This is an optimization exercise on Yosys and OpenROAD, whose aim is small area, a short achievable clock period and few clock cycles per item, not a production implementation.
No run shown here included a check of the RTL's function; only the layout flow was run.

==> flow/design.v (outline; a module is shown in full before it is edited, if it fits) <==
// module mult32x32_fast: 1862 lines
// module mfa: 4 lines
// module mha: 4 lines
// module mpg: 4 lines
// module mgpa: 4 lines
// module mgpb: 4 lines
// module mga: 3 lines
// module mgb: 3 lines
// module mencm: 10 lines
// module mencm0: 9 lines
// module mmx: 3 lines
// module menc: 4 lines
// module mbpp: 3 lines
module mult32x32_fast (
    input logic clk,
    input logic reset,
    input logic start,
    input logic [31:0] a,
    input logic [31:0] b,
    output logic busy,
    output logic [63:0] product
);
  // ...
==> flow/flow/run.sh <==
#!/bin/bash
# Own layout flow: the standard synthesis and layout (standard.sh), with two changes:
#  - before floorplanning, every combinational cell of the synthesized netlist is set to
#    the smallest drive strength of its footprint (flow/resize.py); registers are untouched,
#    and the layout's repair steps size cells up again where needed;
#  - ports are buffered with buf_2 instead of the default port buffer.
# Each tool's output goes to a log file in this folder.
set -euo pipefail
R=orfs/results/sky130hd/mult32x32_fast/base
export BUFFER_PORTS_ARGS="-buffer_cell sky130_fd_sc_hd__buf_2"
bash standard.sh synth > synth.log 2>&1
python3 flow/resize.py "$FLOW_HOME/platforms/sky130hd/lib/sky130_fd_sc_hd__tt_025C_1v80.lib" $R/1_2_yosys.v > resize.log 2>&1
touch $R/1_2_yosys.v
bash standard.sh > layout.log 2>&1
==> flow/flow/resize.py <==
#!/usr/bin/env python3
"""Set every combinational cell of the synthesized netlist to the smallest cell of its
footprint (the same function and pins, the lowest drive strength). Flip-flops, latches and
tie cells are left as synthesis made them. The layout's own repair steps size cells up
again where slew, capacitance or timing need it.
usage: resize.py LIBERTY NETLIST"""
import re, sys, collections
lib, path = sys.argv[1], sys.argv[2]
area, foot, seq = {}, {}, set()
cur = None
for line in open(lib):
    m = re.search(r'^\s*cell\s*\(\s*"?(sky130_fd_sc_hd__\w+)"?\s*\)', line)
    if m:
        cur = m.group(1); continue
    if cur is None:
        continue
    m = re.search(r'^\s*area\s*:\s*([\d.]+)', line)
    if m: area[cur] = float(m.group(1))
    m = re.search(r'cell_footprint\s*:\s*"([^"]+)"', line)
    if m: foot[cur] = m.group(1)
    if re.search(r'^\s*(ff|latch|statetable)\s*\(', line): seq.add(cur)
best = {}
for c, f in foot.items():
    if c in seq or "lpflow" in c or "probe" in c or c not in area:
        continue
    if f not in best or area[c] < area[best[f]]:
        best[f] = c
text = open(path).read()
used = collections.Counter(re.findall(r'^\s*(sky130_fd_sc_hd__\w+)\s', text, re.M))
for c, n in sorted(used.items()):
    if c in seq or c not in foot or "conb" in c:
        continue
    b = best.get(foot[c])
    if b and b != c and area[b] < area[c]:
        text = re.sub(r'(^\s*)%s(\s)' % c, r'\g<1>%s\g<2>' % b, text, flags=re.M)
        print(f"{c} -> {b}: {n}")
open(path, "w").write(text)
==> flow/standard.sh <==
#!/bin/bash
# synth_recipe.tcl (not shown) runs the flow's synth.tcl, then flattens the netlist and writes it again
# the make line also repeats each setting of config.mk as NAME=value (left out here)
make -C /OpenROAD-flow-scripts/flow DESIGN_CONFIG=/design/flow/config.mk WORK_HOME=/design/flow/orfs CLKGATE_MAP_FILE= SYNTH_SCRIPT=/design/flow/synth_recipe.tcl "${@:-finish}"
==> flow/config.mk <==
export PLATFORM = sky130hd
export DESIGN_NAME = mult32x32_fast
export DESIGN_NICKNAME = mult32x32_fast
export VERILOG_FILES = /design/flow/design.v
export SDC_FILE = /design/flow/constraint.sdc
export NUM_CORES = 4
export LEC_CHECK = 0
export CAP_MARGIN = 20
export CORE_MARGIN = 2
export CORE_UTILIZATION = 40
export SETUP_SLACK_MARGIN = 2.5
export SLEW_MARGIN = 20
export SYNTH_HIERARCHICAL = 1
export SYNTH_MINIMUM_KEEP_SIZE = 0
export TNS_END_PERCENT = 0
==> flow/constraint.sdc <==
create_clock -name core_clock -period 10.0 [get_ports {clk}]
set_input_delay 2.0000 -clock core_clock [delete_from_list [all_inputs] [get_ports {clk}]]
set_output_delay 2.0000 -clock core_clock [all_outputs]
set_load 0.01 [all_outputs]
==> flow_summary_export.csv, run 1 <==
group,metric,value,unit
outcome,outcome,"finished clean",
setup_path,critPathLaunchType,"primary input",
place,gp_congestion,0.988,
place,hpwl,50.2,mm
global_routing,grt.total_usage,29.1,%
setup_path,crit_family,"adder cells",
global_routing,gr-total-overflow,0,
cells_and_area,final_core_util,45.3,%
global_routing,grt-busiest-layer,"met2",
cells_and_area,clock_cell_area_share,1.63,%
place,portBuffers,131,
setup_path,critPathBufInv,1,
floorplan,tapCellCount,585,
worst_hold_path,min_to,"L[7]",
sta,worstMarginPinSlew,0.947,ns
cells_and_area,inverters,38,
detailed_routing,drtIter0Drc,1688,
cells_and_area,bufAreaShareNonClock,4.30,%
detailed_routing,antenna_left,0,
setup_path,path_depth,18,
setup_path,worst_ep_arrival_time,7.42,ns
worst_hold_path,min_path_cells,0,
sta,finalMaxSlewViolations,0,
setup_path,endpoint,"H[37]",
clocking,cts_root_buf,"clkbuf_16",
cells_and_area,final_layout_size_suffix_gt1_share,11.2,%
floorplan,dieHeight,212,um
detailed_routing,viasPerCell,6.10,
cells_and_area,largestRegisters,"H: 48 flops, L: 16 flops",
setup_path,cpMaxStageDelayCell,"o21ai_2",
sta,min_period,7.34,ns
clocking,clkLatencyLatePin,0.35,ns
sta,hold_viol_final,0,
==> inputs of run 2 (changes only) <==
--- a/flow/config.mk
+++ b/flow/config.mk
@@ -9,3 +9,4 @@
 export CORE_MARGIN = 2
-export CORE_UTILIZATION = 40
+export CORE_UTILIZATION = 60
+export PLACE_DENSITY = 0.75
 export SETUP_SLACK_MARGIN = 2.5
==> run 2 against run 1 <==
Against the previous run: clock skew fell by 0.0087 ns; global-route usage is 10 points higher; core utilization up 22 points; clock-buffer cell count is 1 lower; critical path depth is the same; sequential share of layout area up 0.11 points; design area is 1.0% lower; largest cell class unchanged; highest routed layer unchanged.
==> flow_summary_export.csv, run 2 <==
group,metric,value,unit
detailed_routing,antenna_left,0,
cells_and_area,insertedDiodeCount,0,
sta,rsz0062_at_grt,"yes",
detailed_routing,drc,0,
clocking,cts-hold-fix-buffers,0,
place,portBuffers,131,
floorplan,fp.dieW,174,um
clocking,h-tree-depth,3,
global_routing,grt_pass1_vias,15900,
place,gp_congestion,1.02,
synthesis,synth_area,17300,um2
sta,min_period_over_period,73.9,%
global_routing,grt.total_usage,39.1,%
cells_and_area,final_common_cell,"xnor2_1",
global_routing,grt_pass1_wl,90.7,mm
setup_path,cpPeakStageDelay,0.57,ns
setup_path,crit_path_frequent_cell,"fa_1",
sta,finalMaxSlewViolations,0,
synthesis,synth_nets,2210,
cells_and_area,regArea,1980,um2
cells_and_area,final_cell_mix,"306 x xnor2_1, 246 x fa_1, 241 x a22oi_1, 170 x nand2_1, 126 x buf_2",
clocking,clkLatencyLatePin,0.35,ns
floorplan,row_count,62,
cells_and_area,finalNonFillerCells,2350,
clocking,cts_tree,"done",
floorplan,dieHeight,174,um
cells_and_area,multi_input_area,15600,um2
synthesis,postSynthCellCount,1816,
outcome,outcome,"finished clean",
setup_path,path_cells,"clkbuf_4 -> xnor2_1 -> o21ai_2 -> a22oi_1 -> xnor2_1 -> fa_1 -> fa_1 -> fa_1 -> fa_1 -> fa_1 -> ha_1 -> a21oi_1 -> o21ai_0 -> a21oi_1 -> o21ai_0 -> a21oi_1 -> o21ai_1 -> xor2_1",
cells_and_area,largestRegisters,"H: 48 flops, L: 16 flops",
sta,min_period,7.39,ns
detailed_routing,drtPass1Iterations,6,
detailed_routing,viasPerCell,6.78,
detailed_routing,routed_wl,59.5,mm
sta,worstMarginPinSlew,1.02,ns
floorplan,initial_utilization,60.7,%
floorplan,core,28500,um2
floorplan,io_pins,132,
place,hpwl,45.8,mm
setup_path,crit_family,"adder cells",
detailed_routing,drtIter0Drc,2095,
global_routing,grt_antenna_before_repair,1,
global_routing,gr-total-overflow,0,
setup_path,worst_ep_arrival_time,7.47,ns
setup_path,cpMaxStageDelayCell,"o21ai_2",
detailed_routing,post_drt_wl_per_cell,25.3,um
sta,skew,0.0122,ns
clocking,cts-buffers-inserted,9,
global_routing,grt_max_degree,71,
setup_path,cp_max_fo,18,
synthesis,yosys_warnings,7,
floorplan,die_area,30300,um2
setup_path,critPathLaunchType,"primary input",
setup_path,path_class,"primary input to flip-flop",
cells_and_area,largest-register,"H",
setup_path,crit_required,10.08,ns
worst_hold_path,hp-class,"flip-flop to flip-flop",
cells_and_area,fill_cells,2386,
sta,max_slew_margin,31.8,%
clocking,cts_setup_buffers,0,
clocking,clockBufferDepth,2,
sta,hold_viol_final,0,
sta,finalSetupTns,0,ns
clocking,clk_pin_slew_worst_paths,0.06,ns
cells_and_area,final_layout_size_suffix_gt1_share,11.3,%
run,drv_cap,0,
sta,max_freq,135,MHz
setup_path,critPathBufInv,1,
clocking,cts_root_buf,"clkbuf_16",
setup_path,end_kind,"flip-flop",
synthesis,post_synth.cell_area_avg,9.55,um2
place,dpl.cell_count,2333,
cells_and_area,largest_reg_flops,48,
cells_and_area,layout.nets,2355,
cells_and_area,area_growth,11.0,%
sta,setup_viol,0,
clocking,clock-sinks,66,
detailed_routing,num_vias,15900,
run 2: repair_timing:
action | in CTS | in global routing
setup endpoints to repair | 19 | 32
gates resized for setup | 14 | 61
pin swaps | 0 | 2
run 2: metrics by stage:
stage	cell area, um2	hold WS, ns	util, %	worst slack (ns)
floorplan	17300	0.438	-	3.08
global placement	18500	0.454	64.9	1.86
detailed placement	18500	0.463	65.0	1.93
CTS	18900	0.478	66.3	2.47
global route	19200	0.488	67.4	2.42
finish	19200	0.470	67.4	2.61
run 2: layout make-up:
class | instances | area share [%]
Sequential cell | 66 | 10.3
Inverter | 38 | 0.741
Clock inverter | 7 | 0.403
Clock buffer | 9 | 1.17
Timing Repair Buffer | 146 | 4.06
Multi-Input combinational cell | 1700 | 80.8
Tap cell | 384 | 2.50
run 2: final timing paths:
kind                            cells after the start  endpoint  slack, ns   from
worst max-delay path                               18     H[45]       2.61   b[7]
worst max register to register                     16     H[45]       2.75   busy
max in group asynchronous                           2      busy       8.41  reset
worst min register to register                      0      L[1]       0.47   H[1]
worst min-delay path                                0      L[1]       0.47   H[1]
min in group asynchronous                           2      busy       1.49  reset
run 2: metal layers:
layer / global-route usage (%) / part of all wire (%) / up-vias / wire (um)
met3: 5.77 / 8.9 / 239 / 5290
met2: 63.6 / 47 / 1057 / 28100
li1: - / - / 6839 / -
met5: 0 / 0 / - / 0
met1: 50.1 / 37 / 7792 / 22300
met4: 22.3 / 6.6 / 0 / 3920

==> separate check: timing with driven ports <==
No port has a modelled driver above. Below, the same layouts with a new extraction and two added sets of constraints.
Step 1 sets driving cells, clkbuf_16 on the clock port and buf_2 on the other inputs (assumed; they add their load-dependent delay and slew).
Step 2 moves the port delays by t, midway between the first and last clock arrival at a register: inputs arrive t later, outputs are due t later. That takes back most of the time a late clock gives input paths.
Three values: ideal ports, drivers, drivers and shift; two values: the first two.
run	t (ns)	setup slack, ns	worst hold slack (ns)	pins driven straight from the clock port
run 1	0.391	2.658 / 2.681 / 2.291	0.474 / 0.474 / 0.474	1
run 2	0.388	2.611 / 2.636 / 2.248	0.470 / 0.470 / 0.470	1
After both steps setup and hold are still met in every run listed. The setup slack of run 1, which loses most, moves by +0.023 ns with the drivers and by -0.367 ns with both steps.
